Source: an optimization exercise on an open RTL-to-GDS flow (aim: small area and a short achievable clock period). Production flows keep margins and buffers that such runs may drop. RTL that was checked went through simulation tests only; none was proved equivalent to the original. For run 3, only the layout was checked, not whether the RTL still works. Power and IR drop assume default switching activity.

File: design/flow/flow/run.sh
#!/bin/bash
# Layout flow: the standard layout (standard.sh), with two changes to how the
# cells are chosen:
#  - the full and half adder cells are not used, so Yosys does not pre-map adder
#    bits to them and abc maps the whole datapath itself;
#  - the buffer that buffer_ports puts on every input and output port is buf_2.
# Every tool's full output goes to standard.log (make) and the ORFS logs under orfs/logs.
set -euo pipefail
cat >> config.mk <<'CFG'
export DONT_USE_CELLS += sky130_fd_sc_hd__fa_1 sky130_fd_sc_hd__fa_2 sky130_fd_sc_hd__fa_4 sky130_fd_sc_hd__ha_1 sky130_fd_sc_hd__ha_2 sky130_fd_sc_hd__ha_4
export BUFFER_PORTS_ARGS = -buffer_cell sky130_fd_sc_hd__buf_2
CFG
bash standard.sh > standard.log 2>&1
File: design/flow/standard.sh
#!/bin/bash
# synth_recipe.tcl (not shown) runs the flow's synth.tcl, then flattens the netlist and writes it again
# the make line also repeats each setting of config.mk as NAME=value (left out here)
make -C /OpenROAD-flow-scripts/flow DESIGN_CONFIG=/design/flow/config.mk WORK_HOME=/design/flow/orfs CLKGATE_MAP_FILE= SYNTH_SCRIPT=/design/flow/synth_recipe.tcl "${@:-finish}"
File: design/flow/config.mk
export PLATFORM = sky130hd
export DESIGN_NAME = bolt_exec
export DESIGN_NICKNAME = bolt_exec
export VERILOG_FILES = /design/flow/design.v
export SDC_FILE = /design/flow/constraint.sdc
export NUM_CORES = 4
export LEC_CHECK = 0
export ABC_AREA = 1
export CAP_MARGIN = 20
export CORE_MARGIN = 2
export CORE_UTILIZATION = 40
export HOLD_SLACK_MARGIN = 0
export SETUP_SLACK_MARGIN = 2.0
export SLEW_MARGIN = 20
export DONT_USE_CELLS += sky130_fd_sc_hd__fa_1 sky130_fd_sc_hd__fa_2 sky130_fd_sc_hd__fa_4 sky130_fd_sc_hd__ha_1 sky130_fd_sc_hd__ha_2 sky130_fd_sc_hd__ha_4
export BUFFER_PORTS_ARGS = -buffer_cell sky130_fd_sc_hd__buf_2
File: design/flow/constraint.sdc
create_clock -name core_clock -period 6.5 [get_ports {clk}]
set_input_delay 1.3000 -clock core_clock [delete_from_list [all_inputs] [get_ports {clk}]]
set_output_delay 1.3000 -clock core_clock [all_outputs]
set_load 0.01 [all_outputs]
File: design/flow/design.v
module pfx_main (
    input  logic [31:0] g,
    input  logic [31:0] p,
    output logic [31:0] G
);
    wire g1_1 = g[1] | (p[1] & g[0]);
    wire p1_1 = p[1] & p[0];
    wire g1_3 = g[3] | (p[3] & g[2]);
    wire p1_3 = p[3] & p[2];
    wire g1_5 = g[5] | (p[5] & g[4]);
    wire p1_5 = p[5] & p[4];
    wire g1_7 = g[7] | (p[7] & g[6]);
    wire p1_7 = p[7] & p[6];
    wire g1_9 = g[9] | (p[9] & g[8]);
    wire p1_9 = p[9] & p[8];
    wire g1_11 = g[11] | (p[11] & g[10]);
    wire p1_11 = p[11] & p[10];
    wire g1_13 = g[13] | (p[13] & g[12]);
    wire p1_13 = p[13] & p[12];
    wire g1_15 = g[15] | (p[15] & g[14]);
    wire p1_15 = p[15] & p[14];
    wire g1_17 = g[17] | (p[17] & g[16]);
    wire p1_17 = p[17] & p[16];
    wire g1_19 = g[19] | (p[19] & g[18]);
    wire p1_19 = p[19] & p[18];
    wire g1_21 = g[21] | (p[21] & g[20]);
    wire p1_21 = p[21] & p[20];
    wire g1_23 = g[23] | (p[23] & g[22]);
    wire p1_23 = p[23] & p[22];
    wire g1_25 = g[25] | (p[25] & g[24]);
    wire p1_25 = p[25] & p[24];
    wire g1_27 = g[27] | (p[27] & g[26]);
    wire p1_27 = p[27] & p[26];
    wire g1_29 = g[29] | (p[29] & g[28]);
    wire p1_29 = p[29] & p[28];
    wire g1_31 = g[31] | (p[31] & g[30]);
    wire p1_31 = p[31] & p[30];
    wire g2_2 = g[2] | (p[2] & g1_1);
    wire p2_2 = p[2] & p1_1;
    wire g2_3 = g1_3 | (p1_3 & g1_1);
    wire p2_3 = p1_3 & p1_1;
    wire g2_6 = g[6] | (p[6] & g1_5);
    wire p2_6 = p[6] & p1_5;
    wire g2_7 = g1_7 | (p1_7 & g1_5);
    wire p2_7 = p1_7 & p1_5;
    wire g2_10 = g[10] | (p[10] & g1_9);
    wire p2_10 = p[10] & p1_9;
    wire g2_11 = g1_11 | (p1_11 & g1_9);
    wire p2_11 = p1_11 & p1_9;
    wire g2_14 = g[14] | (p[14] & g1_13);
    wire p2_14 = p[14] & p1_13;
    wire g2_15 = g1_15 | (p1_15 & g1_13);
    wire p2_15 = p1_15 & p1_13;
    wire g2_18 = g[18] | (p[18] & g1_17);
    wire p2_18 = p[18] & p1_17;
    wire g2_19 = g1_19 | (p1_19 & g1_17);
    wire p2_19 = p1_19 & p1_17;
    wire g2_22 = g[22] | (p[22] & g1_21);
    wire p2_22 = p[22] & p1_21;
    wire g2_23 = g1_23 | (p1_23 & g1_21);
    wire p2_23 = p1_23 & p1_21;
    wire g2_26 = g[26] | (p[26] & g1_25);
    wire p2_26 = p[26] & p1_25;
    wire g2_27 = g1_27 | (p1_27 & g1_25);
    wire p2_27 = p1_27 & p1_25;
    wire g2_30 = g[30] | (p[30] & g1_29);
    wire p2_30 = p[30] & p1_29;
    wire g2_31 = g1_31 | (p1_31 & g1_29);
    wire p2_31 = p1_31 & p1_29;
    wire g3_4 = g[4] | (p[4] & g2_3);
    wire p3_4 = p[4] & p2_3;
    wire g3_5 = g1_5 | (p1_5 & g2_3);
    wire p3_5 = p1_5 & p2_3;
    wire g3_6 = g2_6 | (p2_6 & g2_3);
    wire p3_6 = p2_6 & p2_3;
    wire g3_7 = g2_7 | (p2_7 & g2_3);
    wire p3_7 = p2_7 & p2_3;
    wire g3_12 = g[12] | (p[12] & g2_11);
    wire p3_12 = p[12] & p2_11;
    wire g3_13 = g1_13 | (p1_13 & g2_11);
    wire p3_13 = p1_13 & p2_11;
    wire g3_14 = g2_14 | (p2_14 & g2_11);
    wire p3_14 = p2_14 & p2_11;
    wire g3_15 = g2_15 | (p2_15 & g2_11);
    wire p3_15 = p2_15 & p2_11;
    wire g3_20 = g[20] | (p[20] & g2_19);
    wire p3_20 = p[20] & p2_19;
    wire g3_21 = g1_21 | (p1_21 & g2_19);
    wire p3_21 = p1_21 & p2_19;
    wire g3_22 = g2_22 | (p2_22 & g2_19);
    wire p3_22 = p2_22 & p2_19;
    wire g3_23 = g2_23 | (p2_23 & g2_19);
    wire p3_23 = p2_23 & p2_19;
    wire g3_28 = g[28] | (p[28] & g2_27);
    wire p3_28 = p[28] & p2_27;
    wire g3_29 = g1_29 | (p1_29 & g2_27);
    wire p3_29 = p1_29 & p2_27;
    wire g3_30 = g2_30 | (p2_30 & g2_27);
    wire p3_30 = p2_30 & p2_27;
    wire g3_31 = g2_31 | (p2_31 & g2_27);
    wire p3_31 = p2_31 & p2_27;
    wire g4_8 = g[8] | (p[8] & g3_7);
    wire p4_8 = p[8] & p3_7;
    wire g4_9 = g1_9 | (p1_9 & g3_7);
    wire p4_9 = p1_9 & p3_7;
    wire g4_10 = g2_10 | (p2_10 & g3_7);
    wire p4_10 = p2_10 & p3_7;
    wire g4_11 = g2_11 | (p2_11 & g3_7);
    wire p4_11 = p2_11 & p3_7;
    wire g4_12 = g3_12 | (p3_12 & g3_7);
    wire p4_12 = p3_12 & p3_7;
    wire g4_13 = g3_13 | (p3_13 & g3_7);
    wire p4_13 = p3_13 & p3_7;
    wire g4_14 = g3_14 | (p3_14 & g3_7);
    wire p4_14 = p3_14 & p3_7;
    wire g4_15 = g3_15 | (p3_15 & g3_7);
    wire p4_15 = p3_15 & p3_7;
    wire g4_24 = g[24] | (p[24] & g3_23);
    wire p4_24 = p[24] & p3_23;
    wire g4_25 = g1_25 | (p1_25 & g3_23);
    wire p4_25 = p1_25 & p3_23;
    wire g4_26 = g2_26 | (p2_26 & g3_23);
    wire p4_26 = p2_26 & p3_23;
    wire g4_27 = g2_27 | (p2_27 & g3_23);
    wire p4_27 = p2_27 & p3_23;
    wire g4_28 = g3_28 | (p3_28 & g3_23);
    wire p4_28 = p3_28 & p3_23;
    wire g4_29 = g3_29 | (p3_29 & g3_23);
    wire p4_29 = p3_29 & p3_23;
    wire g4_30 = g3_30 | (p3_30 & g3_23);
    wire p4_30 = p3_30 & p3_23;
    wire g4_31 = g3_31 | (p3_31 & g3_23);
    wire p4_31 = p3_31 & p3_23;
    wire g5_16 = g[16] | (p[16] & g4_15);
    wire p5_16 = p[16] & p4_15;
    wire g5_17 = g1_17 | (p1_17 & g4_15);
    wire p5_17 = p1_17 & p4_15;
    wire g5_18 = g2_18 | (p2_18 & g4_15);
    wire p5_18 = p2_18 & p4_15;
    wire g5_19 = g2_19 | (p2_19 & g4_15);
    wire p5_19 = p2_19 & p4_15;
    wire g5_20 = g3_20 | (p3_20 & g4_15);
    wire p5_20 = p3_20 & p4_15;
    wire g5_21 = g3_21 | (p3_21 & g4_15);
    wire p5_21 = p3_21 & p4_15;
    wire g5_22 = g3_22 | (p3_22 & g4_15);
    wire p5_22 = p3_22 & p4_15;
    wire g5_23 = g3_23 | (p3_23 & g4_15);
    wire p5_23 = p3_23 & p4_15;
    wire g5_24 = g4_24 | (p4_24 & g4_15);
    wire p5_24 = p4_24 & p4_15;
    wire g5_25 = g4_25 | (p4_25 & g4_15);
    wire p5_25 = p4_25 & p4_15;
    wire g5_26 = g4_26 | (p4_26 & g4_15);
    wire p5_26 = p4_26 & p4_15;
    wire g5_27 = g4_27 | (p4_27 & g4_15);
    wire p5_27 = p4_27 & p4_15;
    wire g5_28 = g4_28 | (p4_28 & g4_15);
    wire p5_28 = p4_28 & p4_15;
    wire g5_29 = g4_29 | (p4_29 & g4_15);
    wire p5_29 = p4_29 & p4_15;
    wire g5_30 = g4_30 | (p4_30 & g4_15);
    wire p5_30 = p4_30 & p4_15;
    wire g5_31 = g4_31 | (p4_31 & g4_15);
    wire p5_31 = p4_31 & p4_15;
    assign G[0] = g[0];
    assign G[1] = g1_1;
    assign G[2] = g2_2;
    assign G[3] = g2_3;
    assign G[4] = g3_4;
    assign G[5] = g3_5;
    assign G[6] = g3_6;
    assign G[7] = g3_7;
    assign G[8] = g4_8;
    assign G[9] = g4_9;
    assign G[10] = g4_10;
    assign G[11] = g4_11;
    assign G[12] = g4_12;
    assign G[13] = g4_13;
    assign G[14] = g4_14;
    assign G[15] = g4_15;
    assign G[16] = g5_16;
    assign G[17] = g5_17;
    assign G[18] = g5_18;
    assign G[19] = g5_19;
    assign G[20] = g5_20;
    assign G[21] = g5_21;
    assign G[22] = g5_22;
    assign G[23] = g5_23;
    assign G[24] = g5_24;
    assign G[25] = g5_25;
    assign G[26] = g5_26;
    assign G[27] = g5_27;
    assign G[28] = g5_28;
    assign G[29] = g5_29;
    assign G[30] = g5_30;
    assign G[31] = g5_31;
endmodule
module pfx_tgt (
    input  logic [30:0] g,
    input  logic [30:0] p,
    output logic [30:0] G
);
    wire g1_1 = g[1] | (p[1] & g[0]);
    wire p1_1 = p[1] & p[0];
    wire g1_3 = g[3] | (p[3] & g[2]);
    wire p1_3 = p[3] & p[2];
    wire g1_5 = g[5] | (p[5] & g[4]);
    wire p1_5 = p[5] & p[4];
    wire g1_7 = g[7] | (p[7] & g[6]);
    wire p1_7 = p[7] & p[6];
    wire g1_9 = g[9] | (p[9] & g[8]);
    wire p1_9 = p[9] & p[8];
    wire g1_11 = g[11] | (p[11] & g[10]);
    wire p1_11 = p[11] & p[10];
    wire g1_13 = g[13] | (p[13] & g[12]);
    wire p1_13 = p[13] & p[12];
    wire g1_15 = g[15] | (p[15] & g[14]);
    wire p1_15 = p[15] & p[14];
    wire g1_17 = g[17] | (p[17] & g[16]);
    wire p1_17 = p[17] & p[16];
    wire g1_19 = g[19] | (p[19] & g[18]);
    wire p1_19 = p[19] & p[18];
    wire g1_21 = g[21] | (p[21] & g[20]);
    wire p1_21 = p[21] & p[20];
    wire g1_23 = g[23] | (p[23] & g[22]);
    wire p1_23 = p[23] & p[22];
    wire g1_25 = g[25] | (p[25] & g[24]);
    wire p1_25 = p[25] & p[24];
    wire g1_27 = g[27] | (p[27] & g[26]);
    wire p1_27 = p[27] & p[26];
    wire g1_29 = g[29] | (p[29] & g[28]);
    wire p1_29 = p[29] & p[28];
    wire g2_3 = g1_3 | (p1_3 & g1_1);
    wire p2_3 = p1_3 & p1_1;
    wire g2_7 = g1_7 | (p1_7 & g1_5);
    wire p2_7 = p1_7 & p1_5;
    wire g2_11 = g1_11 | (p1_11 & g1_9);
    wire p2_11 = p1_11 & p1_9;
    wire g2_15 = g1_15 | (p1_15 & g1_13);
    wire p2_15 = p1_15 & p1_13;
    wire g2_19 = g1_19 | (p1_19 & g1_17);
    wire p2_19 = p1_19 & p1_17;
    wire g2_23 = g1_23 | (p1_23 & g1_21);
    wire p2_23 = p1_23 & p1_21;
    wire g2_27 = g1_27 | (p1_27 & g1_25);
    wire p2_27 = p1_27 & p1_25;
    wire g3_7 = g2_7 | (p2_7 & g2_3);
    wire p3_7 = p2_7 & p2_3;
    wire g3_15 = g2_15 | (p2_15 & g2_11);
    wire p3_15 = p2_15 & p2_11;
    wire g3_23 = g2_23 | (p2_23 & g2_19);
    wire p3_23 = p2_23 & p2_19;
    wire g4_15 = g3_15 | (p3_15 & g3_7);
    wire p4_15 = p3_15 & p3_7;
    wire g6_23 = g3_23 | (p3_23 & g4_15);
    wire p6_23 = p3_23 & p4_15;
    wire g7_11 = g2_11 | (p2_11 & g3_7);
    wire p7_11 = p2_11 & p3_7;
    wire g7_19 = g2_19 | (p2_19 & g4_15);
    wire p7_19 = p2_19 & p4_15;
    wire g7_27 = g2_27 | (p2_27 & g6_23);
    wire p7_27 = p2_27 & p6_23;
    wire g8_5 = g1_5 | (p1_5 & g2_3);
    wire p8_5 = p1_5 & p2_3;
    wire g8_9 = g1_9 | (p1_9 & g3_7);
    wire p8_9 = p1_9 & p3_7;
    wire g8_13 = g1_13 | (p1_13 & g7_11);
    wire p8_13 = p1_13 & p7_11;
    wire g8_17 = g1_17 | (p1_17 & g4_15);
    wire p8_17 = p1_17 & p4_15;
    wire g8_21 = g1_21 | (p1_21 & g7_19);
    wire p8_21 = p1_21 & p7_19;
    wire g8_25 = g1_25 | (p1_25 & g6_23);
    wire p8_25 = p1_25 & p6_23;
    wire g8_29 = g1_29 | (p1_29 & g7_27);
    wire p8_29 = p1_29 & p7_27;
    wire g9_2 = g[2] | (p[2] & g1_1);
    wire p9_2 = p[2] & p1_1;
    wire g9_4 = g[4] | (p[4] & g2_3);
    wire p9_4 = p[4] & p2_3;
    wire g9_6 = g[6] | (p[6] & g8_5);
    wire p9_6 = p[6] & p8_5;
    wire g9_8 = g[8] | (p[8] & g3_7);
    wire p9_8 = p[8] & p3_7;
    wire g9_10 = g[10] | (p[10] & g8_9);
    wire p9_10 = p[10] & p8_9;
    wire g9_12 = g[12] | (p[12] & g7_11);
    wire p9_12 = p[12] & p7_11;
    wire g9_14 = g[14] | (p[14] & g8_13);
    wire p9_14 = p[14] & p8_13;
    wire g9_16 = g[16] | (p[16] & g4_15);
    wire p9_16 = p[16] & p4_15;
    wire g9_18 = g[18] | (p[18] & g8_17);
    wire p9_18 = p[18] & p8_17;
    wire g9_20 = g[20] | (p[20] & g7_19);
    wire p9_20 = p[20] & p7_19;
    wire g9_22 = g[22] | (p[22] & g8_21);
    wire p9_22 = p[22] & p8_21;
    wire g9_24 = g[24] | (p[24] & g6_23);
    wire p9_24 = p[24] & p6_23;
    wire g9_26 = g[26] | (p[26] & g8_25);
    wire p9_26 = p[26] & p8_25;
    wire g9_28 = g[28] | (p[28] & g7_27);
    wire p9_28 = p[28] & p7_27;
    wire g9_30 = g[30] | (p[30] & g8_29);
    wire p9_30 = p[30] & p8_29;
    assign G[0] = g[0];
    assign G[1] = g1_1;
    assign G[2] = g9_2;
    assign G[3] = g2_3;
    assign G[4] = g9_4;
    assign G[5] = g8_5;
    assign G[6] = g9_6;
    assign G[7] = g3_7;
    assign G[8] = g9_8;
    assign G[9] = g8_9;
    assign G[10] = g9_10;
    assign G[11] = g7_11;
    assign G[12] = g9_12;
    assign G[13] = g8_13;
    assign G[14] = g9_14;
    assign G[15] = g4_15;
    assign G[16] = g9_16;
    assign G[17] = g8_17;
    assign G[18] = g9_18;
    assign G[19] = g7_19;
    assign G[20] = g9_20;
    assign G[21] = g8_21;
    assign G[22] = g9_22;
    assign G[23] = g6_23;
    assign G[24] = g9_24;
    assign G[25] = g8_25;
    assign G[26] = g9_26;
    assign G[27] = g7_27;
    assign G[28] = g9_28;
    assign G[29] = g8_29;
    assign G[30] = g9_30;
endmodule
module pfx_inc (
    input  logic [29:0] g,
    input  logic [29:0] p,
    output logic [29:0] G
);
    wire g1_1 = g[1] | (p[1] & g[0]);
    wire p1_1 = p[1] & p[0];
    wire g1_3 = g[3] | (p[3] & g[2]);
    wire p1_3 = p[3] & p[2];
    wire g1_5 = g[5] | (p[5] & g[4]);
    wire p1_5 = p[5] & p[4];
    wire g1_7 = g[7] | (p[7] & g[6]);
    wire p1_7 = p[7] & p[6];
    wire g1_9 = g[9] | (p[9] & g[8]);
    wire p1_9 = p[9] & p[8];
    wire g1_11 = g[11] | (p[11] & g[10]);
    wire p1_11 = p[11] & p[10];
    wire g1_13 = g[13] | (p[13] & g[12]);
    wire p1_13 = p[13] & p[12];
    wire g1_15 = g[15] | (p[15] & g[14]);
    wire p1_15 = p[15] & p[14];
    wire g1_17 = g[17] | (p[17] & g[16]);
    wire p1_17 = p[17] & p[16];
    wire g1_19 = g[19] | (p[19] & g[18]);
    wire p1_19 = p[19] & p[18];
    wire g1_21 = g[21] | (p[21] & g[20]);
    wire p1_21 = p[21] & p[20];
    wire g1_23 = g[23] | (p[23] & g[22]);
    wire p1_23 = p[23] & p[22];
    wire g1_25 = g[25] | (p[25] & g[24]);
    wire p1_25 = p[25] & p[24];
    wire g1_27 = g[27] | (p[27] & g[26]);
    wire p1_27 = p[27] & p[26];
    wire g1_29 = g[29] | (p[29] & g[28]);
    wire p1_29 = p[29] & p[28];
    wire g2_3 = g1_3 | (p1_3 & g1_1);
    wire p2_3 = p1_3 & p1_1;
    wire g2_7 = g1_7 | (p1_7 & g1_5);
    wire p2_7 = p1_7 & p1_5;
    wire g2_11 = g1_11 | (p1_11 & g1_9);
    wire p2_11 = p1_11 & p1_9;
    wire g2_15 = g1_15 | (p1_15 & g1_13);
    wire p2_15 = p1_15 & p1_13;
    wire g2_19 = g1_19 | (p1_19 & g1_17);
    wire p2_19 = p1_19 & p1_17;
    wire g2_23 = g1_23 | (p1_23 & g1_21);
    wire p2_23 = p1_23 & p1_21;
    wire g2_27 = g1_27 | (p1_27 & g1_25);
    wire p2_27 = p1_27 & p1_25;
    wire g3_7 = g2_7 | (p2_7 & g2_3);
    wire p3_7 = p2_7 & p2_3;
    wire g3_15 = g2_15 | (p2_15 & g2_11);
    wire p3_15 = p2_15 & p2_11;
    wire g3_23 = g2_23 | (p2_23 & g2_19);
    wire p3_23 = p2_23 & p2_19;
    wire g4_15 = g3_15 | (p3_15 & g3_7);
    wire p4_15 = p3_15 & p3_7;
    wire g6_23 = g3_23 | (p3_23 & g4_15);
    wire p6_23 = p3_23 & p4_15;
    wire g7_11 = g2_11 | (p2_11 & g3_7);
    wire p7_11 = p2_11 & p3_7;
    wire g7_19 = g2_19 | (p2_19 & g4_15);
    wire p7_19 = p2_19 & p4_15;
    wire g7_27 = g2_27 | (p2_27 & g6_23);
    wire p7_27 = p2_27 & p6_23;
    wire g8_5 = g1_5 | (p1_5 & g2_3);
    wire p8_5 = p1_5 & p2_3;
    wire g8_9 = g1_9 | (p1_9 & g3_7);
    wire p8_9 = p1_9 & p3_7;
    wire g8_13 = g1_13 | (p1_13 & g7_11);
    wire p8_13 = p1_13 & p7_11;
    wire g8_17 = g1_17 | (p1_17 & g4_15);
    wire p8_17 = p1_17 & p4_15;
    wire g8_21 = g1_21 | (p1_21 & g7_19);
    wire p8_21 = p1_21 & p7_19;
    wire g8_25 = g1_25 | (p1_25 & g6_23);
    wire p8_25 = p1_25 & p6_23;
    wire g8_29 = g1_29 | (p1_29 & g7_27);
    wire p8_29 = p1_29 & p7_27;
    wire g9_2 = g[2] | (p[2] & g1_1);
    wire p9_2 = p[2] & p1_1;
    wire g9_4 = g[4] | (p[4] & g2_3);
    wire p9_4 = p[4] & p2_3;
    wire g9_6 = g[6] | (p[6] & g8_5);
    wire p9_6 = p[6] & p8_5;
    wire g9_8 = g[8] | (p[8] & g3_7);
    wire p9_8 = p[8] & p3_7;
    wire g9_10 = g[10] | (p[10] & g8_9);
    wire p9_10 = p[10] & p8_9;
    wire g9_12 = g[12] | (p[12] & g7_11);
    wire p9_12 = p[12] & p7_11;
    wire g9_14 = g[14] | (p[14] & g8_13);
    wire p9_14 = p[14] & p8_13;
    wire g9_16 = g[16] | (p[16] & g4_15);
    wire p9_16 = p[16] & p4_15;
    wire g9_18 = g[18] | (p[18] & g8_17);
    wire p9_18 = p[18] & p8_17;
    wire g9_20 = g[20] | (p[20] & g7_19);
    wire p9_20 = p[20] & p7_19;
    wire g9_22 = g[22] | (p[22] & g8_21);
    wire p9_22 = p[22] & p8_21;
    wire g9_24 = g[24] | (p[24] & g6_23);
    wire p9_24 = p[24] & p6_23;
    wire g9_26 = g[26] | (p[26] & g8_25);
    wire p9_26 = p[26] & p8_25;
    wire g9_28 = g[28] | (p[28] & g7_27);
    wire p9_28 = p[28] & p7_27;
    assign G[0] = g[0];
    assign G[1] = g1_1;
    assign G[2] = g9_2;
    assign G[3] = g2_3;
    assign G[4] = g9_4;
    assign G[5] = g8_5;
    assign G[6] = g9_6;
    assign G[7] = g3_7;
    assign G[8] = g9_8;
    assign G[9] = g8_9;
    assign G[10] = g9_10;
    assign G[11] = g7_11;
    assign G[12] = g9_12;
    assign G[13] = g8_13;
    assign G[14] = g9_14;
    assign G[15] = g4_15;
    assign G[16] = g9_16;
    assign G[17] = g8_17;
    assign G[18] = g9_18;
    assign G[19] = g7_19;
    assign G[20] = g9_20;
    assign G[21] = g8_21;
    assign G[22] = g9_22;
    assign G[23] = g6_23;
    assign G[24] = g9_24;
    assign G[25] = g8_25;
    assign G[26] = g9_26;
    assign G[27] = g7_27;
    assign G[28] = g9_28;
    assign G[29] = g8_29;
endmodule
module bolt_exec (
    input  logic        clk,
    input  logic        rst,      
    input  logic [31:0] instr,    
    input  logic [31:0] rs1,      
    input  logic [31:0] rs2,      
    input  logic [31:0] pc,       
    output logic [31:0] result,   
    output logic [31:0] next_pc,  
    output logic        branch,   
    output logic        reg_wr,   
    output logic        mem_wr,   
    output logic        mem_rd    
);
    logic [6:0] op;
    logic [2:0] f3;
    logic [6:0] f7;
    assign op = instr[6:0];
    assign f3 = instr[14:12];
    assign f7 = instr[31:25];
    logic op03, op13, op17, op23, op33, op37, op63, op67, op6f, op1b, op3b;
    assign op03 = (op == 7'h03);
    assign op13 = (op == 7'h13);
    assign op17 = (op == 7'h17);
    assign op23 = (op == 7'h23);
    assign op33 = (op == 7'h33);
    assign op37 = (op == 7'h37);
    assign op63 = (op == 7'h63);
    assign op67 = (op == 7'h67);
    assign op6f = (op == 7'h6F);
    assign op1b = (op == 7'h1B);
    assign op3b = (op == 7'h3B);
    logic i31, f7z, f7s;
    assign i31 = instr[31];
    assign f7z = (f7 == 7'h00);
    assign f7s = (f7 == 7'h20);
    logic use_rs2, is_s, sub;
    assign use_rs2 = op[5] & (op[4] | (op[6] & ~op[2]));
    assign is_s    = ~op[6] & op[5] & ~op[4];
    assign sub     = (op[6] & ~op[2]) | (op[4] & ~f3[2] & f3[1]) | (op[4] & op[5] & instr[30]);
    logic [31:0] bv, bx, ap, ag, sum;
    logic        cout;
    assign bv = use_rs2 ? rs2 : {{20{i31}}, instr[31:25], is_s ? instr[11:7] : instr[24:20]};
    assign bx = bv ^ {32{sub}};
    assign ap = rs1 ^ bx;    
    assign ag = rs1 & bx;    
    logic [31:0] aG;
    pfx_main u_add (.g({ag[31:1], ag[0] | (ap[0] & sub)}), .p(ap), .G(aG));
    assign sum  = ap ^ {aG[30:0], sub};
    assign cout = aG[31];
    logic ltu, lts, eq;
    assign ltu = ~cout;
    assign lts = ltu ^ rs1[31] ^ bv[31];
    assign eq  = &ap;        
    logic        left;
    logic [31:0] shin, sho;
    logic [4:0]  sh;
    assign left = ~f3[2];
    assign sh   = bv[4:0];
    for (genvar i = 0; i < 32; i++) begin : rev
        assign shin[i] = left ? rs1[31-i] : rs1[i];
    end
    assign sho = $signed({instr[30] & rs1[31] & ~left, shin}) >>> sh;
    logic [31:0] timm, tgt, pc4;
    assign timm[0]     = 1'b0;
    assign timm[4:1]   = ~op[6] ? 4'd0 : (op[3] ? instr[24:21] : instr[11:8]);
    assign timm[10:5]  = ~op[6] ? 6'd0 : instr[30:25];
    assign timm[11]    = ~op[6] ? 1'b0 : (op[3] ? instr[20] : instr[7]);
    assign timm[19:12] = (op[6] & ~op[3]) ? {8{i31}} : instr[19:12];
    assign timm[30:20] = ~op[6] ? instr[30:20] : {11{i31}};
    assign timm[31]    = i31;
    assign tgt[0] = pc[0];
    logic [30:0] tp, tG;
    assign tp = pc[31:1] ^ timm[31:1];
    pfx_tgt u_tgt (.g(pc[31:1] & timm[31:1]), .p(tp), .G(tG));
    assign tgt[31:1] = tp ^ {tG[29:0], 1'b0};
    logic [29:0] iG;
    assign pc4[1:0] = pc[1:0];
    pfx_inc u_inc (.g({29'd0, pc[2]}), .p(pc[31:2]), .G(iG));
    assign pc4[31:2] = pc[31:2] ^ {iG[28:0], 1'b1};
    logic cond, taken;
    assign cond  = f3[2] ? ((f3[1] ? ltu : lts) ^ f3[0]) : (~f3[1] & (eq ^ f3[0]));
    assign taken = op63 & cond;
    logic alu_i, r_ok;
    logic s_sum, s_shl, s_shr, s_slt, s_sltu, s_xor, s_or, s_and, s_tgt, s_lui, s_pc4, s_hold;
    assign alu_i = op13 | op33;
    assign r_ok  = op13 | f7z;    
    assign s_sum  = ~rst & ((op03 & (f3 != 3'd7)) | (op23 & ~f3[2])
                          | (f3 == 3'd0 & (op13 | (op33 & (f7z | f7s))))) ;
    assign s_shl  = ~rst & alu_i & (f3 == 3'd1) & f7z;
    assign s_slt  = ~rst & alu_i & (f3 == 3'd2) & r_ok;
    assign s_sltu = ~rst & alu_i & (f3 == 3'd3) & r_ok;
    assign s_xor  = ~rst & alu_i & (f3 == 3'd4) & r_ok;
    assign s_shr  = ~rst & alu_i & (f3 == 3'd5) & (f7z | f7s);
    assign s_or   = ~rst & alu_i & (f3 == 3'd6) & r_ok;
    assign s_and  = ~rst & alu_i & (f3 == 3'd7) & r_ok;
    assign s_tgt  = ~rst & op17;
    assign s_lui  = ~rst & op37;
    assign s_pc4  = ~rst & (op6f | (op67 & (f3 == 3'd0)));
    assign s_hold = ~rst & ~(s_sum | s_shl | s_slt | s_sltu | s_xor | s_shr | s_or | s_and
                             | s_tgt | s_lui | s_pc4);
    logic [31:0] rval, luiv, shl;
    assign luiv = {instr[31:12], 12'd0};
    for (genvar i = 0; i < 32; i++) begin : rshl
        assign shl[i] = sho[31-i];
    end
    assign rval = ({32{s_sum}} & sum) | ({32{s_shl}} & shl) | ({32{s_shr}} & sho)
                | ({32{s_xor | s_or}} & ap) | ({32{s_or | s_and}} & ag)
                | ({32{s_tgt}} & tgt) | ({32{s_lui}} & luiv) | ({32{s_pc4}} & pc4)
                | ({32{s_hold}} & result)
                | {31'd0, (s_slt & lts) | (s_sltu & ltu)};
    logic jalr, n_tgt, n_sum, n_pc4;
    logic [31:0] nval;
    assign jalr  = op67 & (f3 == 3'd0);
    assign n_tgt = ~rst & (taken | op6f);
    assign n_sum = ~rst & jalr;
    assign n_pc4 = ~rst & ~(taken | op6f | jalr);
    assign nval  = ({32{n_tgt}} & tgt) | ({32{n_sum}} & {sum[31:1], 1'b0}) | ({32{n_pc4}} & pc4);
    logic wr;
    assign wr = op33 | op3b | op13 | op1b | op67 | op03 | op17 | op6f | op37;
    always_ff @(posedge clk) begin
        result  <= rval;
        next_pc <= nval;
        branch  <= ~rst & taken;
        reg_wr  <= ~rst & wr;
        mem_wr  <= ~rst & op23;
        mem_rd  <= ~rst & op03;
    end
endmodule
==> results of run 1 <==
-- area by class of cell --
cell class                 instances  area [sq um]
tap                              341           427
timing repair buffer             240          1360
sequential                        68          1360
clock buffer                      11           243
multi-input combinational       1622          7990
clock inverter                     5          60.1
inverter                         322          1220
timing repair inverter             1          5.00
fill                            3032         14100
-- state kept, by name (all words and copies together), names as in the netlist --
signal and count:
branch 1, mem_rd 1, mem_wr 1, next_pc 32
reg_wr 1, result 32
-- final timing paths --
path                            startpoint   endpoint  slack (ps)  cells after the start
worst max-delay path             instr[27]  result[0]        2030                     14
worst min-delay path             result[8]  result[8]         530                      2
worst max register to register   result[0]  result[0]        4830                      4
worst min register to register   result[8]  result[8]         530                      2
-- worst max-delay path, stage by stage --
cell and delay [ps]:
buf_2 250, inv_1 210, nand2_1 90, nor3_1 50, nand2_1 180, nor2_1 90
nor2_1 280, nor4_2 90, inv_1 790, o21ai_0 170, a211oi_1 520, o21ai_0 210
a21oi_2 300, nand3_1 140
-- stage by stage --
step                hold slack (ps)   util  power (W)
floorplan                       526      -    0.00115
global placement                508  0.452    0.00153
detailed placement              521  0.452    0.00153
CTS                             536  0.466    0.00208
global route                    572  0.474    0.00224
finish                          535  0.474    0.00214
-- kinds of logic (layout without fill, tap and decap cells) --
kind of cell    after synthesis  in the layout
simple gates               1137           1138
buf+inv                     410            579
xor+xnor                     67             67
mux                           4              4
flops                        68             68
compound gates              413            413
-- cells in the final DEF (no fill, tap or decap), types with 8 or more instances in the layout --
master | synthesis | layout
a211oi_1 | 10 | 9
a21oi_1 | 77 | 74
a221oi_1 | 11 | 11
buf_2 | 16 | 196
buf_4 | 5 | 37
clkbuf_16 | 0 | 9
dfxtp_1 | 68 | 68
inv_1 | 309 | 307
inv_2 | 8 | 8
nand2_1 | 770 | 763
nand2_2 | 12 | 15
nand3_1 | 149 | 147
nand4_1 | 19 | 19
nor2_1 | 118 | 115
nor3_1 | 26 | 24
nor4_1 | 8 | 8
o2111ai_1 | 16 | 16
o211ai_1 | 26 | 26
o21ai_0 | 187 | 180
o21ai_1 | 14 | 18
o21ai_2 | 7 | 10
o221ai_1 | 17 | 17
o22ai_1 | 15 | 15
or2_2 | 13 | 13
xor2_1 | 60 | 60
-- Yosys cell counts, drive strengths merged, types with 5 or more instances --
library cell | instances | area [sq um]
clkbuf | 56 | 210
xnor2 | 7 | 61.3
or2 | 14 | 87.6
nand4 | 19 | 119
a21oi | 81 | 428
nand3 | 154 | 796
nor3 | 29 | 160
a221oi | 11 | 96.3
xor2 | 60 | 526
nand2 | 784 | 2990
dfxtp | 68 | 1360
o2111ai | 16 | 140
o21bai | 5 | 37.5
o221ai | 17 | 149
nor4 | 9 | 62.6
o22ai | 15 | 93.8
a211oi | 10 | 75.1
and2 | 5 | 31.3
a21boi | 8 | 60.1
o21ai | 208 | 1070
inv | 318 | 1200
buf | 32 | 219
o211ai | 26 | 195
nor2 | 121 | 467
-- where the power goes --
part | leakage (nW) | switching [W] | internal, W
registers | 0.557 | 0.00000694 | 0.000433
logic | 6.31 | 0.000823 | 0.000327
clock network | 0.146 | 0.000241 | 0.000311
-- metal layers --
metal / vias to the layer above / global-route usage
li1: 7086 / -
met1: 6739 / 0.485
met2: 807 / 0.592
met3: 158 / 0.0692
met4: 0 / 0.205
met5: - / 0
-- what timing repair did --
| action | in CTS | in global routing |
|---|---|---|
| setup endpoints to repair | 50 | 60 |
| hold buffers | 0 | 0 |
| pin swaps | 1 | 2 |
| buffers inserted | 2 | 7 |
| resized for setup | 15 | 41 |
| gates cloned | 1 | 1 |
==> flow_metrics.py, run 1 <==
metrics = {
    "run_status": {
        "outcome": "timing/DRC/antenna clean",
    },
    "cts": {
        "cts_tree": "done",
        "root_buffer": "clkbuf_16",
        "numCtsBuffers": 9,
        "clkTransAtPathRegs_ps": 70,
        "cts.sinks": 68,
        "clk_latency_ps": 350,
        "htreeDepth": 3,
        "cts_buffer_depth": 2,
    },
    "floorplan": {
        "num_rows": 60,
        "core-area_sq_mm": 0.0267,
        "dieArea_sq_mm": 0.0284,
        "die_h_um": 169,
        "initial_core_util": 0.405,
        "io_pins": 198,
        "die_w_um": 169,
    },
    "timing": {
        "clock_skew_ps": 0,
        "finalHoldViolCount": 0,
        "setup_slack_ps": 2030,
        "worst_pin_slew_ps": 1080,
        "rsz0062_at_grt": "true",
        "period_share": 0.688,
        "period_needed_ps": 4470,
        "setup_violations": 0,
        "tns_ps": 0,
        "slew_headroom": 0.282,
        "drv_slew": 0,
        "clock.fmax_ghz": 0.224,
    },
    "final_layout": {
        "fin_cells": 2610,
        "fin_nets": 2394,
        "drive_above_1_share": 0.151,
        "postLayoutCellArea_sq_mm": 0.0127,
        "area.growth.synth_to_final_pct": 17.0,
        "diodes": 0,
    },
    "yosys": {
        "synthCells": 2099,
        "yosys_warnings": 1,
        "muxShareOfSynthArea": 0.00370,
        "synthDistinctLibCells": 56,
        "async_reset_ff_frac": 0,
        "synth_compound_area_frac": 0.228,
        "ys_seq_area_frac": 0.126,
        "ys.flop_type": "dfxtp_1",
        "synthSimpleGateAreaFrac": 0.437,
        "synthesis.nets": 2229,
        "synthAdderAreaFrac": 0,
        "synth-seq-cells": 68,
        "synthXorXnorAreaFrac": 0.0542,
        "synth_edf_count": 0,
        "synth_top_family_by_area": "simple AND/OR/NAND/NOR gates",
        "postSynthAreaPerCell_sq_um": 5.16,
        "mappedNetlistArea_sq_mm": 0.0108,
    },
    "global_routing": {
        "grt_max_degree": 73,
        "grt.total_usage": 0.375,
        "antenna_found_initial": 1,
        "grt_pass1_wl_um": 80300,
        "grt-ovfl-total": 0,
        "grt_pass1_vias": 13200,
    },
    "min_path": {
        "min_path_type": "reg -> reg",
    },
    "drt": {
        "wl_met3_um": 5210,
        "drc_errors": 0,
        "maxUsedRoutingLayer": "met4",
        "wl_met2_um": 23900,
        "firstDrtPassIters": 6,
        "wl_per_cell_um": 21.1,
        "wl_met1_um": 22600,
        "vias_per_cell": 5.67,
        "totalWireLength_um": 55100,
        "vias": 14800,
        "drt_iter0_markers": 1701,
        "ant_nets": 0,
    },
    "critical_path": {
        "worstSetupStartpointType": "input port",
        "end_kind": "register",
        "worstPathArrival_ps": 4690,
        "critical_path_class": "in -> reg",
        "crit_fanout": 24,
        "cp.required_ps": 6710,
    },
    "job": {
        "drv_cap": 0,
    },
    "place": {
        "hpwl_um": 44900,
        "place_congestion": 1.11,
        "place.port_buffers": 197,
        "place_inst": 2583,
        "dpl-instance-area_sq_mm": 0.0121,
        "dp_worst_setup_slack_ps": 1240,
    },
    "pwr": {
        "peakVddDrop_v": 0.000143,
        "power.density_mw_per_mm2": 169,
        "leakage_nw": 7.01,
    },
}
==> inputs of run 2 (changes only) <==
--- a/design/flow/config.mk
+++ b/design/flow/config.mk
@@ -11,5 +11,5 @@
 export CORE_UTILIZATION = 40
 export HOLD_SLACK_MARGIN = 0
-export SETUP_SLACK_MARGIN = 2.0
+export SETUP_SLACK_MARGIN = 2.3
 export SLEW_MARGIN = 20
 export DONT_USE_CELLS += sky130_fd_sc_hd__fa_1 sky130_fd_sc_hd__fa_2 sky130_fd_sc_hd__fa_4 sky130_fd_sc_hd__ha_1 sky130_fd_sc_hd__ha_2 sky130_fd_sc_hd__ha_4
==> flow_metrics.py, run 2 <==
metrics = {
    "critical_path": {
        "r2r_start": "result[1]",
        "critical_path_class": "in -> reg",
        "path_depth": 19,
        "cp.buffers_inverters": 6,
        "end_kind": "register",
        "crit_fanout": 15,
        "worst-r2r-cell-count": 3,
        "crit_path_start": "instr[5]",
        "cpMostUsedCell": "nand2_1",
        "cpMaxStageDelayCell": "a21oi_1",
        "worstPathArrival_ps": 4370,
        "critPathMaxStageDelay_ps": 430,
        "path_delay_family": "compound AO/OA/AOI/OAI gates",
        "crit_chain": "buf_6, inv_2, a21oi_4, buf_12, buf_8, nand2_1, nand2_2, clkinvlp_4, buf_4, nand2_1, o21ai_0, nor2_1, o21ai_0, nand2_1, a31oi_1, a21oi_1, o21bai_1, a211oi_1, nand3_1",
        "worstSetupStartpointType": "input port",
        "cp.required_ps": 6740,
    },
    "timing": {
        "tns_ps": 0,
        "clock.fmax_ghz": 0.242,
        "slew_headroom": 0.346,
        "rsz0062_at_grt": "true",
        "period_needed_ps": 4130,
        "whs_ps": 547,
        "drv_slew": 0,
        "finalHoldViolCount": 0,
        "setup_violations": 0,
        "clock_skew_ps": 0,
        "period_share": 0.635,
        "worst_pin_slew_ps": 973,
    },
    "final_layout": {
        "diodes": 0,
        "drive_above_1_share": 0.219,
        "fin_cells": 2655,
        "reg.largest.list": "next_pc (32), result (32)",
        "multi_input_area_sq_mm": 0.00867,
        "seq_area_sq_mm": 0.00136,
        "fin_nets": 2439,
        "final_cell_mix": "nand2_1, inv_1, buf_2, o21ai_0, nand3_1",
        "fill_cells": 2941,
        "mostFrequentLayoutCell": "nand2_1",
        "area.growth.synth_to_final_pct": 27.7,
    },
    "cts": {
        "htreeDepth": 3,
        "clkTransAtPathRegs_ps": 70,
        "root_buffer": "clkbuf_16",
        "cts_tree": "done",
        "numCtsBuffers": 9,
        "cts.sinks": 68,
        "cts_buffer_depth": 2,
        "clk_latency_ps": 350,
        "hold_buffers": 0,
    },
    "yosys": {
        "ys_seq_area_frac": 0.126,
        "synth_area_leaders": "nand2_1, dfxtp_1, inv_1, o21ai_0, nand3_1",
        "synth.top_cells.by_count": "nand2_1, inv_1, o21ai_0",
        "netlist.area_leader.share": 0.267,
        "yosys.area.top_type": "nand2_1",
        "synthCells": 2099,
        "synth-seq-cells": 68,
        "yosys_warnings": 1,
        "synthesis.nets": 2229,
        "postSynthAreaPerCell_sq_um": 5.16,
        "yosysMostFrequentCell": "nand2_1",
        "mappedNetlistArea_sq_mm": 0.0108,
        "synth_edf_count": 0,
        "synthDistinctLibCells": 56,
        "async_reset_ff_frac": 0,
        "ys.flop_type": "dfxtp_1",
    },
    "place": {
        "place.port_buffers": 197,
        "hpwl_um": 44900,
        "place_inst": 2583,
        "place_congestion": 1.11,
    },
    "floorplan": {
        "die_h_um": 169,
        "die_w_um": 169,
        "io_pins": 198,
        "initial_core_util": 0.405,
        "core-area_sq_mm": 0.0267,
        "dieArea_sq_mm": 0.0284,
        "num_rows": 60,
    },
    "run_status": {
        "outcome": "timing/DRC/antenna clean",
    },
    "job": {
        "drv_cap": 0,
    },
    "min_path": {
        "min-delay-start": "result[8]",
        "whs_path_depth": 2,
        "min_path_type": "reg -> reg",
    },
    "drt": {
        "vias_per_cell": 5.78,
        "firstDrtPassIters": 6,
        "totalWireLength_um": 57800,
        "wl_met2_um": 24900,
        "maxUsedRoutingLayer": "met4",
        "drc_errors": 0,
        "ant_nets": 0,
        "wl_per_cell_um": 21.8,
        "wl_met1_um": 22900,
        "drt_iter0_markers": 1799,
        "wl_met3_um": 5960,
        "vias": 15400,
    },
    "pwr": {
        "leakage_nw": 7.44,
        "peakVddDrop_v": 0.000144,
        "power.density_mw_per_mm2": 165,
    },
    "global_routing": {
        "grt_pass1_wl_um": 81900,
        "grt_pass1_vias": 13500,
        "grt-ovfl-total": 0,
        "grt.total_usage": 0.383,
        "antenna_found_initial": 0,
        "grt_max_degree": 73,
    },
}
==> run 2: cell count changes in the layout (fill, tap and decap cells not counted), moves of 10 or more <==
cell	previous run	this run
o21ai_1	18	28
nand3_2	5	23
o21ai_0	180	167
nand2_1	763	698
nand3_1	147	124
nor2_1	115	104
nand2_2	15	67
nand2_4	4	17
buf_4	37	62
==> run 2: power by group <==
part,internal [W],total [W],switching (W)
Clock,0.000311,0.000552,0.000242
Sequential,0.000433,0.000440,0.00000709
Combinational,0.000400,0.00129,0.000894
Total,0.00114,0.00229,0.00114
==> run 2: cell type report <==
type / count / share of cell area
timing repair inverter: 3 / 0.00190
inverter: 322 / 0.0898
tap: 341 / 0.0309
clock inverter: 5 / 0.00434
sequential: 68 / 0.0985
timing repair buffer: 276 / 0.130
multi-input combinational: 1629 / 0.627
clock buffer: 11 / 0.0176
==> run 2: path summary, 6_finish.rpt <==
kind	slack, ps	endpoint
min reg2reg	550	result[8]
max reg2reg	5000	result[1]
max	2370	result[28]
min	550	result[8]
==> run 2: per-stage QoR <==
stage | setup slack (ps) | power [W] | cell area [sq um] | util
final | 2370 | 0.00229 | 13800 | 0.517
after global routing | 2240 | 0.00239 | 13800 | 0.517
after CTS | 2280 | 0.00210 | 12700 | 0.475
after detailed placement | 1240 | 0.00153 | 12100 | 0.452
after global placement | 1270 | 0.00153 | 12100 | 0.452
after floorplan | 2750 | 0.00115 | 10800 | -
==> run 2: metal layers <==
metal / global-route usage / vias to the layer above
met5: 0 / -
met4: 0.220 / 0
met3: 0.0727 / 207
met2: 0.603 / 948
met1: 0.492 / 7009
li1: - / 7191
==> run 2: tightest hold or removal path: stages (launching register included) <==
cell	delay [ps]
dfxtp_1	360
a211oi_1	80
nand3_1	80
==> run 2: logic make-up after synthesis <==
| logic type | synth area share |
|---|---|
| XOR/XNOR | 0.0542 |
| AO/OA/AOI/OAI | 0.228 |
| AND/OR/NAND/NOR | 0.437 |
| flip-flops | 0.126 |
| buffers and inverters | 0.152 |
| multiplexers | 0.00370 |
==> run 2: what timing repair did <==
item,CTS,global route
gates cloned,4,12
setup endpoints to repair,63,62
setup buffers,6,34
pin swaps,6,33
gates resized for setup,61,186
==> inputs of run 3 (changes only) <==
--- a/design/flow/design.v
+++ b/design/flow/design.v
@@ -476,4 +476,202 @@
     assign G[29] = g8_29;
 endmodule
+module pfx_cmp (
+    input  logic [31:0] g,
+    input  logic [31:0] p,
+    output logic [31:0] G
+);
+    wire g1_1 = g[1] | (p[1] & g[0]);
+    wire p1_1 = p[1] & p[0];
+    wire g1_3 = g[3] | (p[3] & g[2]);
+    wire p1_3 = p[3] & p[2];
+    wire g1_5 = g[5] | (p[5] & g[4]);
+    wire p1_5 = p[5] & p[4];
+    wire g1_7 = g[7] | (p[7] & g[6]);
+    wire p1_7 = p[7] & p[6];
+    wire g1_9 = g[9] | (p[9] & g[8]);
+    wire p1_9 = p[9] & p[8];
+    wire g1_11 = g[11] | (p[11] & g[10]);
+    wire p1_11 = p[11] & p[10];
+    wire g1_13 = g[13] | (p[13] & g[12]);
+    wire p1_13 = p[13] & p[12];
+    wire g1_15 = g[15] | (p[15] & g[14]);
+    wire p1_15 = p[15] & p[14];
+    wire g1_17 = g[17] | (p[17] & g[16]);
+    wire p1_17 = p[17] & p[16];
+    wire g1_19 = g[19] | (p[19] & g[18]);
+    wire p1_19 = p[19] & p[18];
+    wire g1_21 = g[21] | (p[21] & g[20]);
+    wire p1_21 = p[21] & p[20];
+    wire g1_23 = g[23] | (p[23] & g[22]);
+    wire p1_23 = p[23] & p[22];
+    wire g1_25 = g[25] | (p[25] & g[24]);
+    wire p1_25 = p[25] & p[24];
+    wire g1_27 = g[27] | (p[27] & g[26]);
+    wire p1_27 = p[27] & p[26];
+    wire g1_29 = g[29] | (p[29] & g[28]);
+    wire p1_29 = p[29] & p[28];
+    wire g1_31 = g[31] | (p[31] & g[30]);
+    wire p1_31 = p[31] & p[30];
+    wire g2_2 = g[2] | (p[2] & g1_1);
+    wire p2_2 = p[2] & p1_1;
+    wire g2_3 = g1_3 | (p1_3 & g1_1);
+    wire p2_3 = p1_3 & p1_1;
+    wire g2_6 = g[6] | (p[6] & g1_5);
+    wire p2_6 = p[6] & p1_5;
+    wire g2_7 = g1_7 | (p1_7 & g1_5);
+    wire p2_7 = p1_7 & p1_5;
+    wire g2_10 = g[10] | (p[10] & g1_9);
+    wire p2_10 = p[10] & p1_9;
+    wire g2_11 = g1_11 | (p1_11 & g1_9);
+    wire p2_11 = p1_11 & p1_9;
+    wire g2_14 = g[14] | (p[14] & g1_13);
+    wire p2_14 = p[14] & p1_13;
+    wire g2_15 = g1_15 | (p1_15 & g1_13);
+    wire p2_15 = p1_15 & p1_13;
+    wire g2_18 = g[18] | (p[18] & g1_17);
+    wire p2_18 = p[18] & p1_17;
+    wire g2_19 = g1_19 | (p1_19 & g1_17);
+    wire p2_19 = p1_19 & p1_17;
+    wire g2_22 = g[22] | (p[22] & g1_21);
+    wire p2_22 = p[22] & p1_21;
+    wire g2_23 = g1_23 | (p1_23 & g1_21);
+    wire p2_23 = p1_23 & p1_21;
+    wire g2_26 = g[26] | (p[26] & g1_25);
+    wire p2_26 = p[26] & p1_25;
+    wire g2_27 = g1_27 | (p1_27 & g1_25);
+    wire p2_27 = p1_27 & p1_25;
+    wire g2_30 = g[30] | (p[30] & g1_29);
+    wire p2_30 = p[30] & p1_29;
+    wire g2_31 = g1_31 | (p1_31 & g1_29);
+    wire p2_31 = p1_31 & p1_29;
+    wire g3_4 = g[4] | (p[4] & g2_3);
+    wire p3_4 = p[4] & p2_3;
+    wire g3_5 = g1_5 | (p1_5 & g2_3);
+    wire p3_5 = p1_5 & p2_3;
+    wire g3_6 = g2_6 | (p2_6 & g2_3);
+    wire p3_6 = p2_6 & p2_3;
+    wire g3_7 = g2_7 | (p2_7 & g2_3);
+    wire p3_7 = p2_7 & p2_3;
+    wire g3_12 = g[12] | (p[12] & g2_11);
+    wire p3_12 = p[12] & p2_11;
+    wire g3_13 = g1_13 | (p1_13 & g2_11);
+    wire p3_13 = p1_13 & p2_11;
+    wire g3_14 = g2_14 | (p2_14 & g2_11);
+    wire p3_14 = p2_14 & p2_11;
+    wire g3_15 = g2_15 | (p2_15 & g2_11);
+    wire p3_15 = p2_15 & p2_11;
+    wire g3_20 = g[20] | (p[20] & g2_19);
+    wire p3_20 = p[20] & p2_19;
+    wire g3_21 = g1_21 | (p1_21 & g2_19);
+    wire p3_21 = p1_21 & p2_19;
+    wire g3_22 = g2_22 | (p2_22 & g2_19);
+    wire p3_22 = p2_22 & p2_19;
+    wire g3_23 = g2_23 | (p2_23 & g2_19);
+    wire p3_23 = p2_23 & p2_19;
+    wire g3_28 = g[28] | (p[28] & g2_27);
+    wire p3_28 = p[28] & p2_27;
+    wire g3_29 = g1_29 | (p1_29 & g2_27);
+    wire p3_29 = p1_29 & p2_27;
+    wire g3_30 = g2_30 | (p2_30 & g2_27);
+    wire p3_30 = p2_30 & p2_27;
+    wire g3_31 = g2_31 | (p2_31 & g2_27);
+    wire p3_31 = p2_31 & p2_27;
+    wire g4_8 = g[8] | (p[8] & g3_7);
+    wire p4_8 = p[8] & p3_7;
+    wire g4_9 = g1_9 | (p1_9 & g3_7);
+    wire p4_9 = p1_9 & p3_7;
+    wire g4_10 = g2_10 | (p2_10 & g3_7);
+    wire p4_10 = p2_10 & p3_7;
+    wire g4_11 = g2_11 | (p2_11 & g3_7);
+    wire p4_11 = p2_11 & p3_7;
+    wire g4_12 = g3_12 | (p3_12 & g3_7);
+    wire p4_12 = p3_12 & p3_7;
+    wire g4_13 = g3_13 | (p3_13 & g3_7);
+    wire p4_13 = p3_13 & p3_7;
+    wire g4_14 = g3_14 | (p3_14 & g3_7);
+    wire p4_14 = p3_14 & p3_7;
+    wire g4_15 = g3_15 | (p3_15 & g3_7);
+    wire p4_15 = p3_15 & p3_7;
+    wire g4_24 = g[24] | (p[24] & g3_23);
+    wire p4_24 = p[24] & p3_23;
+    wire g4_25 = g1_25 | (p1_25 & g3_23);
+    wire p4_25 = p1_25 & p3_23;
+    wire g4_26 = g2_26 | (p2_26 & g3_23);
+    wire p4_26 = p2_26 & p3_23;
+    wire g4_27 = g2_27 | (p2_27 & g3_23);
+    wire p4_27 = p2_27 & p3_23;
+    wire g4_28 = g3_28 | (p3_28 & g3_23);
+    wire p4_28 = p3_28 & p3_23;
+    wire g4_29 = g3_29 | (p3_29 & g3_23);
+    wire p4_29 = p3_29 & p3_23;
+    wire g4_30 = g3_30 | (p3_30 & g3_23);
+    wire p4_30 = p3_30 & p3_23;
+    wire g4_31 = g3_31 | (p3_31 & g3_23);
+    wire p4_31 = p3_31 & p3_23;
+    wire g5_16 = g[16] | (p[16] & g4_15);
+    wire p5_16 = p[16] & p4_15;
+    wire g5_17 = g1_17 | (p1_17 & g4_15);
+    wire p5_17 = p1_17 & p4_15;
+    wire g5_18 = g2_18 | (p2_18 & g4_15);
+    wire p5_18 = p2_18 & p4_15;
+    wire g5_19 = g2_19 | (p2_19 & g4_15);
+    wire p5_19 = p2_19 & p4_15;
+    wire g5_20 = g3_20 | (p3_20 & g4_15);
+    wire p5_20 = p3_20 & p4_15;
+    wire g5_21 = g3_21 | (p3_21 & g4_15);
+    wire p5_21 = p3_21 & p4_15;
+    wire g5_22 = g3_22 | (p3_22 & g4_15);
+    wire p5_22 = p3_22 & p4_15;
+    wire g5_23 = g3_23 | (p3_23 & g4_15);
+    wire p5_23 = p3_23 & p4_15;
+    wire g5_24 = g4_24 | (p4_24 & g4_15);
+    wire p5_24 = p4_24 & p4_15;
+    wire g5_25 = g4_25 | (p4_25 & g4_15);
+    wire p5_25 = p4_25 & p4_15;
+    wire g5_26 = g4_26 | (p4_26 & g4_15);
+    wire p5_26 = p4_26 & p4_15;
+    wire g5_27 = g4_27 | (p4_27 & g4_15);
+    wire p5_27 = p4_27 & p4_15;
+    wire g5_28 = g4_28 | (p4_28 & g4_15);
+    wire p5_28 = p4_28 & p4_15;
+    wire g5_29 = g4_29 | (p4_29 & g4_15);
+    wire p5_29 = p4_29 & p4_15;
+    wire g5_30 = g4_30 | (p4_30 & g4_15);
+    wire p5_30 = p4_30 & p4_15;
+    wire g5_31 = g4_31 | (p4_31 & g4_15);
+    wire p5_31 = p4_31 & p4_15;
+    assign G[0] = g[0];
+    assign G[1] = g1_1;
+    assign G[2] = g2_2;
+    assign G[3] = g2_3;
+    assign G[4] = g3_4;
+    assign G[5] = g3_5;
+    assign G[6] = g3_6;
+    assign G[7] = g3_7;
+    assign G[8] = g4_8;
+    assign G[9] = g4_9;
+    assign G[10] = g4_10;
+    assign G[11] = g4_11;
+    assign G[12] = g4_12;
+    assign G[13] = g4_13;
+    assign G[14] = g4_14;
+    assign G[15] = g4_15;
+    assign G[16] = g5_16;
+    assign G[17] = g5_17;
+    assign G[18] = g5_18;
+    assign G[19] = g5_19;
+    assign G[20] = g5_20;
+    assign G[21] = g5_21;
+    assign G[22] = g5_22;
+    assign G[23] = g5_23;
+    assign G[24] = g5_24;
+    assign G[25] = g5_25;
+    assign G[26] = g5_26;
+    assign G[27] = g5_27;
+    assign G[28] = g5_28;
+    assign G[29] = g5_29;
+    assign G[30] = g5_30;
+    assign G[31] = g5_31;
+endmodule
 module bolt_exec (
     input  logic        clk,
@@ -515,19 +713,20 @@
     assign use_rs2 = op[5] & (op[4] | (op[6] & ~op[2]));
     assign is_s    = ~op[6] & op[5] & ~op[4];
-    assign sub     = (op[6] & ~op[2]) | (op[4] & ~f3[2] & f3[1]) | (op[4] & op[5] & instr[30]);
-    logic [31:0] bv, bx, ap, ag, sum;
-    logic        cout;
+    assign sub     = op[5] & op[4] & instr[30];
+    logic [31:0] bv, bx, ap, ag, sum, aG;
     assign bv = use_rs2 ? rs2 : {{20{i31}}, instr[31:25], is_s ? instr[11:7] : instr[24:20]};
     assign bx = bv ^ {32{sub}};
     assign ap = rs1 ^ bx;    
     assign ag = rs1 & bx;    
-    logic [31:0] aG;
     pfx_main u_add (.g({ag[31:1], ag[0] | (ap[0] & sub)}), .p(ap), .G(aG));
-    assign sum  = ap ^ {aG[30:0], sub};
-    assign cout = aG[31];
+    assign sum = ap ^ {aG[30:0], sub};
+    logic [31:0] xe, cl, cG;
     logic ltu, lts, eq;
-    assign ltu = ~cout;
+    assign xe = rs1 ^ bv;
+    assign cl = xe & bv;
+    pfx_cmp u_cmp (.g(cl), .p(~xe), .G(cG));
+    assign ltu = cG[31];
     assign lts = ltu ^ rs1[31] ^ bv[31];
-    assign eq  = &ap;        
+    assign eq  = ~|xe;
     logic        left;
     logic [31:0] shin, sho;
--- a/design/flow/config.mk
+++ b/design/flow/config.mk
@@ -11,5 +11,5 @@
 export CORE_UTILIZATION = 40
 export HOLD_SLACK_MARGIN = 0
-export SETUP_SLACK_MARGIN = 2.3
+export SETUP_SLACK_MARGIN = 0.5
 export SLEW_MARGIN = 20
 export DONT_USE_CELLS += sky130_fd_sc_hd__fa_1 sky130_fd_sc_hd__fa_2 sky130_fd_sc_hd__fa_4 sky130_fd_sc_hd__ha_1 sky130_fd_sc_hd__ha_2 sky130_fd_sc_hd__ha_4
==> flow_metrics.py, run 3 <==
metrics = {
    "timing": {
        "period_share": 0.762,
        "drv_slew": 0,
        "period_needed_ps": 4950,
        "slew_headroom": 0.241,
        "rsz0062_at_grt": "false",
        "finalHoldViolCount": 0,
        "clock_skew_ps": 0,
        "tns_ps": 0,
        "whs_ps": 552,
        "worst_pin_slew_ps": 1130,
        "clock.fmax_ghz": 0.202,
        "setup_violations": 0,
    },
    "pwr": {
        "leakage_nw": 6.98,
        "power.density_mw_per_mm2": 166,
        "peakVddDrop_v": 0.000109,
    },
    "yosys": {
        "synth-seq-cells": 68,
        "netlist.area_leader.share": 0.231,
        "async_reset_ff_frac": 0,
        "synth_area_leaders": "nand2_1, dfxtp_1, nand3_1, inv_1, o21ai_0",
        "synthesis.nets": 2311,
        "synthCells": 2181,
        "yosysMostFrequentCell": "nand2_1",
        "yosys.area.top_type": "nand2_1",
        "mappedNetlistArea_sq_mm": 0.0114,
        "postSynthAreaPerCell_sq_um": 5.22,
        "ys.flop_type": "dfxtp_1",
        "synth.top_cells.by_count": "nand2_1, inv_1, nand3_1",
        "synth_edf_count": 0,
        "ys_seq_area_frac": 0.120,
        "yosys_warnings": 1,
        "synthDistinctLibCells": 58,
    },
    "critical_path": {
        "crit_end": "next_pc[16]",
        "worst-r2r-cell-count": 5,
        "crit_path_start": "instr[6]",
        "worstPathArrival_ps": 5230,
        "worstSetupStartpointType": "input port",
        "critical_path_class": "in -> reg",
        "crit_fanout": 31,
        "r2r_end": "result[26]",
        "r2r_start": "result[26]",
        "ff2ff_setup_slack_ps": 5000,
        "end_kind": "register",
        "cp.required_ps": 6780,
    },
    "global_routing": {
        "grt-ovfl-total": 0,
        "antenna_found_initial": 4,
        "grt_max_degree": 72,
        "grt_pass1_wl_um": 89700,
        "grt_pass1_vias": 14500,
        "grt.total_usage": 0.394,
    },
    "floorplan": {
        "num_rows": 61,
        "io_pins": 198,
        "dieArea_sq_mm": 0.0298,
        "die_w_um": 173,
        "initial_core_util": 0.408,
        "core-area_sq_mm": 0.0279,
        "die_h_um": 173,
    },
    "job": {
        "drv_cap": 0,
    },
    "min_path": {
        "min_path_type": "reg -> reg",
    },
    "cts": {
        "root_buffer": "clkbuf_16",
        "cts_buffer_depth": 2,
        "cts.sinks": 68,
        "post_cts_buffers": 0,
        "clk_latency_ps": 340,
        "clkTransAtPathRegs_ps": 60,
        "cts_resized": 0,
        "htreeDepth": 3,
        "hold_buffers": 0,
        "numCtsBuffers": 9,
        "cts_tree": "done",
    },
    "final_layout": {
        "area.growth.synth_to_final_pct": 14.1,
        "mostFrequentLayoutCell": "nand2_1",
        "final_cell_mix": "nand2_1, inv_1, nand3_1, buf_2, o21ai_0",
        "reg.largest.list": "next_pc (32), result (32)",
        "drive_above_1_share": 0.134,
        "fin_nets": 2462,
    },
    "run_status": {
        "outcome": "timing/DRC/antenna clean",
    },
    "drt": {
        "drc_errors": 0,
        "firstDrtPassIters": 6,
        "drt_iter0_markers": 1734,
        "totalWireLength_um": 61000,
        "ant_nets": 0,
        "vias": 15800,
        "wl_per_cell_um": 22.5,
        "vias_per_cell": 5.80,
    },
    "place": {
        "place_congestion": 1.04,
        "hpwl_um": 50400,
        "place.port_buffers": 197,
    },
}
-- run 3: area by class of cell --
type                       count  area [sq um]
multi-input combinational   1726          8500
tap                          378           473
sequential                    68          1360
clock inverter                 6          87.6
timing repair buffer         223          1180
fill                        3184         14900
clock buffer                  10           239
antenna                        3          7.51
inverter                     304          1140
-- run 3: critical path, stage by stage --
cell	delay, ps
buf_2	250
clkinv_2	100
nand2_1	140
nand3_4	330
nand2_4	410
o21ai_1	200
inv_1	80
nand2_1	120
nand2_1	110
inv_1	110
nand2_1	100
o21a_1	110
nand2_1	50
a21oi_1	330
nand2_1	180
nand2_1	110
nand2_1	50
nand2_1	60
nand3_2	120
nand2_2	590
nand3_1	140
nand2_1	90
inv_1	50
nand2_1	40
-- run 3: routing by layer --
layer,global-route usage,vias to the layer above,part of all wire
li1,-,7428,-
met1,0.501,7276,0.41
met2,0.631,885,0.44
met3,0.0939,166,0.096
met4,0.180,4,0.055
met5,0,-,0.00044
-- run 3: worst min path at each step --
| stage | start | endpoint | depth (start not counted) |
|---|---|---|---|
| after floorplan | result[3] | result[3] | 2 |
| after global placement | result[3] | result[3] | 2 |
| after detailed placement | result[3] | result[3] | 2 |
| after CTS | result[3] | result[3] | 2 |
| after global routing | result[2] | result[2] | 2 |
| final | result[3] | result[3] | 2 |
-- run 3: power breakdown --
group          switching [W]  internal (W)
sequential        0.00000901      0.000433
clock               0.000221      0.000347
combinational       0.000833      0.000318
-- run 3: kinds of logic (layout without fill, tap and decap cells) --
group	Yosys count	count (layout)	share of synthesized area
simple gates	1223	1223	0.464
other cells	0	3	0
xor+xnor	73	73	0.0568
mux	11	11	0.00967
buf+inv	387	543	0.136
flops	68	68	0.120
compound gates	419	419	0.215
-- run 3: per-stage QoR --
| stage | total power [W] | setup WS, ps | cells | util | cell area (sq um) |
|---|---|---|---|---|---|
| after floorplan | 0.00118 | 2710 | 2181 | - | 11400 |
| after global placement | 0.00156 | 1340 | 2699 | 0.453 | 12700 |
| after detailed placement | 0.00157 | 1280 | 2699 | 0.453 | 12700 |
| after CTS | 0.00213 | 1610 | 2715 | 0.465 | 13000 |
| after global routing | 0.00228 | 1090 | 2715 | 0.465 | 13000 |
| final | 0.00216 | 1550 | 2718 | 0.465 | 13000 |

[separate check: timing with driven ports]
The flow's constraints put no driver on any port. The routed layouts listed below were extracted and timed again, unchanged, in two steps.
Step 1 sets driving cells, clkbuf_16 on the clock port and buf_2 on the other inputs (assumed; they add their load-dependent delay and slew).
Step 2 also shifts input and output timing later by t, the mid clock arrival at the registers, as if the neighbouring blocks saw the same clock.
Three values: ideal, step 1, step 2; two values: the first two.
run | t (ns) | setup slack, ns | latest minus earliest clock arrival (ns) | worst slew at a driven data input, ns
run 1 | 0.402 | 2.029 / 2.058 / 1.656 | 0.009 / 0.009 | 0.04
run 2 | 0.402 | 2.373 / 2.372 / 1.970 | 0.011 / 0.011 | 0.08
run 3 | 0.385 | 1.548 / 1.573 / 1.189 | 0.014 / 0.013 | 0.05
After both steps every run listed still meets setup and hold. The setup slack of run 2, which loses most, moves by -0.001 ns with the drivers and by -0.403 ns with both steps.
